From an optimization exercise on the open Yosys and OpenROAD flow, aimed at small area and a short achievable clock period; shortcuts taken in it are not production practice. Function was checked by simulation only, so behaviour that the tests miss may differ from the original. Power is estimated from default activity; no workload was simulated.

## APB_top
module APB_top #(
        parameter ADDR_WIDTH = 32,
        parameter DATA_WIDTH = 32
    ) (
    input PCLK,
    input PRESETn,
    input [ADDR_WIDTH-1:0] paddr,
    input psel1,
    input [(DATA_WIDTH/8)-1:0] pstrb,
    input Transfer,
    input pwrite,
    input [DATA_WIDTH-1:0] pwdata,
    output [31:0] PRDATA
    );
clock: 7.0 ns
lec_check: 0
cap_margin: 35
core_margin: 2
core_utilization: 55
cts_cluster_diameter: 80
cts_cluster_size: 25
place_density: 0.65
setup_slack_margin: 3.2
slew_margin: 35
synth_hierarchical: 1
synth_memory_max_bits: 65536
run.sh (not shown) runs the stock make flow with config.mk's settings and CLKGATE_MAP_FILE= SYNTH_SCRIPT=/design/flow/synth_recipe.tcl, a recipe that flattens the netlist after the stock synthesis.
The first run produced a layout that fails on antenna rules.
==> next run, changes <==
--- a/flow/config.mk
+++ b/flow/config.mk
@@ -6,5 +6,5 @@
 export NUM_CORES = 8
 export LEC_CHECK = 0
-export CAP_MARGIN = 35
+export CAP_MARGIN = 25
 export CORE_MARGIN = 2
 export CORE_UTILIZATION = 55
@@ -12,6 +12,6 @@
 export CTS_CLUSTER_SIZE = 25
 export PLACE_DENSITY = 0.65
-export SETUP_SLACK_MARGIN = 3.2
-export SLEW_MARGIN = 35
+export SETUP_SLACK_MARGIN = 3.3
+export SLEW_MARGIN = 25
 export SYNTH_HIERARCHICAL = 1
 export SYNTH_MEMORY_MAX_BITS = 65536
With this change the flow ran to the end with no violations.
Cell area barely changes.
Die area does not change.
Hold slack is worse by 0.035 ns.
First-iteration DRC count fell by 1.6%.
==> next run, changes <==
--- a/flow/config.mk
+++ b/flow/config.mk
@@ -6,5 +6,5 @@
 export NUM_CORES = 8
 export LEC_CHECK = 0
-export CAP_MARGIN = 25
+export CAP_MARGIN = 35
 export CORE_MARGIN = 2
 export CORE_UTILIZATION = 55
@@ -12,6 +12,6 @@
 export CTS_CLUSTER_SIZE = 25
 export PLACE_DENSITY = 0.65
-export SETUP_SLACK_MARGIN = 3.3
-export SLEW_MARGIN = 25
+export SETUP_SLACK_MARGIN = 3.1
+export SLEW_MARGIN = 35
 export SYNTH_HIERARCHICAL = 1
 export SYNTH_MEMORY_MAX_BITS = 65536
=> The changed run reached the layout checks and failed them: antenna rules; first-iteration DRC count is about the same; synthesized area stays the same; global-route usage hardly moves; die area does not change; cell count is about the same.
==> next run, changes <==
--- a/flow/config.mk
+++ b/flow/config.mk
@@ -12,5 +12,5 @@
 export CTS_CLUSTER_SIZE = 25
 export PLACE_DENSITY = 0.65
-export SETUP_SLACK_MARGIN = 3.1
+export SETUP_SLACK_MARGIN = 3.5
 export SLEW_MARGIN = 35
 export SYNTH_HIERARCHICAL = 1
After rerunning: Now the flow completed with no timing, DRC or antenna violations. Final area is higher by 1.3%. Flip-flop and latch count is unchanged. Power is higher by 1.0%. Clock power is about the same. Worst hold slack is worse by 0.0069 ns. Via count came out higher by about 0.7%. Synthesized cell count does not change. Sequential power stays flat. Synthesized area stays the same.

APB_top again, from the RTL that the note above started with.
// APB_top
module APB_top #(
        parameter ADDR_WIDTH = 32,
        parameter DATA_WIDTH = 32
    ) (
    input PCLK,
    input PRESETn,
    input [ADDR_WIDTH-1:0] paddr,
    input psel1,
    input [(DATA_WIDTH/8)-1:0] pstrb,
    input Transfer,
    input pwrite,
    input [DATA_WIDTH-1:0] pwdata,
    output [31:0] PRDATA
    );
    wire        ld;
    wire        wc;
    wire        rd_en;
    wire [31:0] wd;
    APB_master Master (
        .PCLK(PCLK), .PRESETn(PRESETn),
        .psel1(psel1), .pstrb(pstrb), .Transfer(Transfer),
        .pwrite(pwrite), .pwdata(pwdata),
        .ld(ld), .wc(wc), .rd_en(rd_en), .wd(wd)
    );
    APB_Slave Slave (
        .PCLK(PCLK), .PRESETn(PRESETn),
        .paddr(paddr), .ld(ld), .wc(wc), .rd_en(rd_en), .wd(wd),
        .PRDATA(PRDATA)
    );
endmodule
==> flow/config.mk <==
export PLATFORM = sky130hd
export DESIGN_NAME = APB_top
export DESIGN_NICKNAME = APB_top
export VERILOG_FILES = /design/flow/design.v
export SDC_FILE = /design/flow/constraint.sdc
export NUM_CORES = 8
export LEC_CHECK = 0
export CAP_MARGIN = 35
export CORE_MARGIN = 2
export CORE_UTILIZATION = 55
export CTS_CLUSTER_DIAMETER = 80
export CTS_CLUSTER_SIZE = 25
export PLACE_DENSITY = 0.65
export SETUP_SLACK_MARGIN = 3.4
export SLEW_MARGIN = 35
export SYNTH_HIERARCHICAL = 1
export SYNTH_MEMORY_MAX_BITS = 65536
==> flow/constraint.sdc <==
create_clock -name core_clock -period 7.0 [get_ports {PCLK}]
set_input_delay 1.4000 -clock core_clock [delete_from_list [all_inputs] [get_ports {PCLK}]]
set_output_delay 1.4000 -clock core_clock [all_outputs]
set_load 0.01 [all_outputs]
The baseline passed the timing, DRC and antenna checks.
==> next run, changes <==
Settings changed: CORE_UTILIZATION 55 to 60, PLACE_DENSITY 0.65 to 0.68, SETUP_SLACK_MARGIN 3.4 to 3.5.
Outcome:
- cell count drops slightly
- core utilization climbs by 5.0 points
- design area stays flat
- total power is about the same
- wire length drops slightly
- sequential cell count stays the same
- non-clock buffer count climbs by 244
==> next run, changes <==
Settings changed: CORE_UTILIZATION 60 to 55, PLACE_DENSITY 0.68 to 0.65, SETUP_SLACK_MARGIN 3.5 to 3.3.
Result:
- die area goes up by roughly a tenth
- combinational power decreases by a few percent
- via count decreases slightly
- core utilization decreases by 5.2 points
- cell area stays flat
==> next run, changes <==
Settings changed: CAP_MARGIN 35 to 20, SETUP_SLACK_MARGIN 3.3 to 3.5, SLEW_MARGIN 35 to 20.
Now the flow finished with slew limit left. Clock-buffer cell count falls by 25. Design area rises by 0.44%. Area after synthesis stays the same. Clock skew falls by 0.025 ns. Die area stays the same.
==> next run, changes <==
Settings changed: CAP_MARGIN 20 to 28, SETUP_SLACK_MARGIN 3.5 to 3.3, SLEW_MARGIN 20 to 28.
This time the run went through all stages and came out clean.
Power goes down by 0.37%.
Clock-buffer cell count goes up by 13.
Wire length goes down by 0.64%.
Design area goes down by 0.56%.
Critical path depth is unchanged.
==> next run, changes <==
Settings changed: CAP_MARGIN 28 to 35, PLACE_DENSITY 0.65 to 0.62, SLEW_MARGIN 28 to 35.
What happened: The changed run ran to the end with no violations. Routed wire length went up by 2.0%. Clock-buffer cell count increases by 27. Non-clock buffer count climbs by 169. Final cell count barely changes. Final area barely changes. Power goes up by 0.47%. Clock power barely changes.

Setup of onyx:
Another version of the RTL of APB_top (not shown whole).
For scale: about 100000 cells after synthesis, about 33000 flip-flops, ~110 I/O pins, ~1200000 µm² of cells after synthesis.
// APB_top
module APB_top #(
        parameter ADDR_WIDTH = 32,
        parameter DATA_WIDTH = 32
    ) (
    input PCLK,
    input PRESETn,
    input [ADDR_WIDTH-1:0] paddr,
    input psel1,
    input [(DATA_WIDTH/8)-1:0] pstrb,
    input Transfer,
    input pwrite,
    input [DATA_WIDTH-1:0] pwdata,
    output [31:0] PRDATA
    );
==> flow/config.mk <==
export PLATFORM = sky130hd
export DESIGN_NAME = APB_top
export DESIGN_NICKNAME = APB_top
export VERILOG_FILES = /design/flow/design.v
export SDC_FILE = /design/flow/constraint.sdc
export NUM_CORES = 8
export LEC_CHECK = 0
export CAP_MARGIN = 20
export CORE_MARGIN = 2
export CORE_UTILIZATION = 65
export CTS_CLUSTER_DIAMETER = 60
export CTS_CLUSTER_SIZE = 20
export PLACE_DENSITY = 0.72
export SETUP_SLACK_MARGIN = 3.0
export SLEW_MARGIN = 20
export SYNTH_HIERARCHICAL = 1
export SYNTH_MEMORY_MAX_BITS = 65536
==> flow/constraint.sdc <==
create_clock -name core_clock -period 7.0 [get_ports {PCLK}]
set_input_delay 1.4000 -clock core_clock [delete_from_list [all_inputs] [get_ports {PCLK}]]
set_output_delay 1.4000 -clock core_clock [all_outputs]
set_load 0.01 [all_outputs]
Status onyx: flow complete, layout not clean - antenna violations
For lagoon, these inputs were changed with respect to onyx:
Settings: CORE_UTILIZATION changed from 65 to 55; PLACE_DENSITY changed from 0.72 to 0.65.
--- outcome ---
Critical path depth delta for lagoon relative to onyx: 1 higher. Compared with onyx, lagoon instantiates a larger number of cells. Diff onyx -> lagoon: DRC violations left shows no meaningful change, remaining number of nets flagged by the antenna check after routing saw a decrease, initial antenna violation count picked up an extra about 0.54%, proportion of power drawn by flip-flops and latches +0.3 points. Count of non-CTS buffers in the layout came out higher on lagoon than on onyx. There was hardly any difference in multi-input gate share of the layout cell area between lagoon and onyx. Sort lagoon and onyx by final routed wirelength across all metal layers asc -> top: onyx. lagoon did not stop at any stage, and its layout met the timing, DRC and antenna checks.

## afterwards: timing with drivers on the ports
How much do the figures lean on ideal ports? The routed layouts below were timed once more, with nothing changed but the port constraints. Step 1 (the two cells are an assumption about what drives the block):
set clk [get_ports {PCLK}]
set_driving_cell -lib_cell sky130_fd_sc_hd__clkbuf_16 $clk
set_driving_cell -lib_cell sky130_fd_sc_hd__buf_2 [delete_from_list [all_inputs] $clk]
Step 2, shift: input delay + t, output delay - t, t = (earliest + latest rising clock arrival at the registers) / 2. This alone moves slack from input paths to output paths. Slacks: ideal / step 1 / step 2; pairs: ideal / step 1.
| run | shift t [ns] | setup slack, ns | worst register clock-pin slew, ns | cell pins on the clock port's net |
|---|---|---|---|---|
| the first run of note 1 | 1.853 | 3.055 / 2.859 / 2.071 | 0.11 / 0.11 | 1 |
| the second run of note 1 | 1.873 | 3.022 / 2.846 / 2.031 | 0.11 / 0.11 | 1 |
| the third run of note 1 | 1.867 | 2.904 / 2.850 / 2.097 | 0.11 / 0.11 | 1 |
| the fourth run of note 1 | 1.871 | 3.024 / 2.838 / 2.097 | 0.11 / 0.11 | 1 |
| the first run of note 2 | 1.866 | 2.988 / 2.846 / 2.080 | 0.11 / 0.11 | 1 |
| the second run of note 2 | 1.858 | 2.987 / 2.788 / 1.786 | 0.11 / 0.11 | 1 |
| the third run of note 2 | 1.880 | 3.067 / 2.837 / 1.983 | 0.11 / 0.11 | 1 |
| the fourth run of note 2 | 1.817 | 2.987 / 2.873 / 1.877 | 0.11 / 0.11 | 1 |
| the fifth run of note 2 | 1.863 | 3.082 / 2.890 / 2.010 | 0.11 / 0.11 | 1 |
| the sixth run of note 2 | 1.831 | 2.878 / 2.751 / 1.510 | 0.11 / 0.11 | 1 |
| onyx | 1.683 | 2.740 / 2.740 / 1.738 | 0.09 / 0.09 | 1 |
| lagoon | 1.883 | 2.756 / 2.740 / 1.217 | 0.09 / 0.09 | 1 |
For lagoon, which loses most, drivers alone change the setup slack by -0.016 ns; drivers and shift together by -1.539 ns.
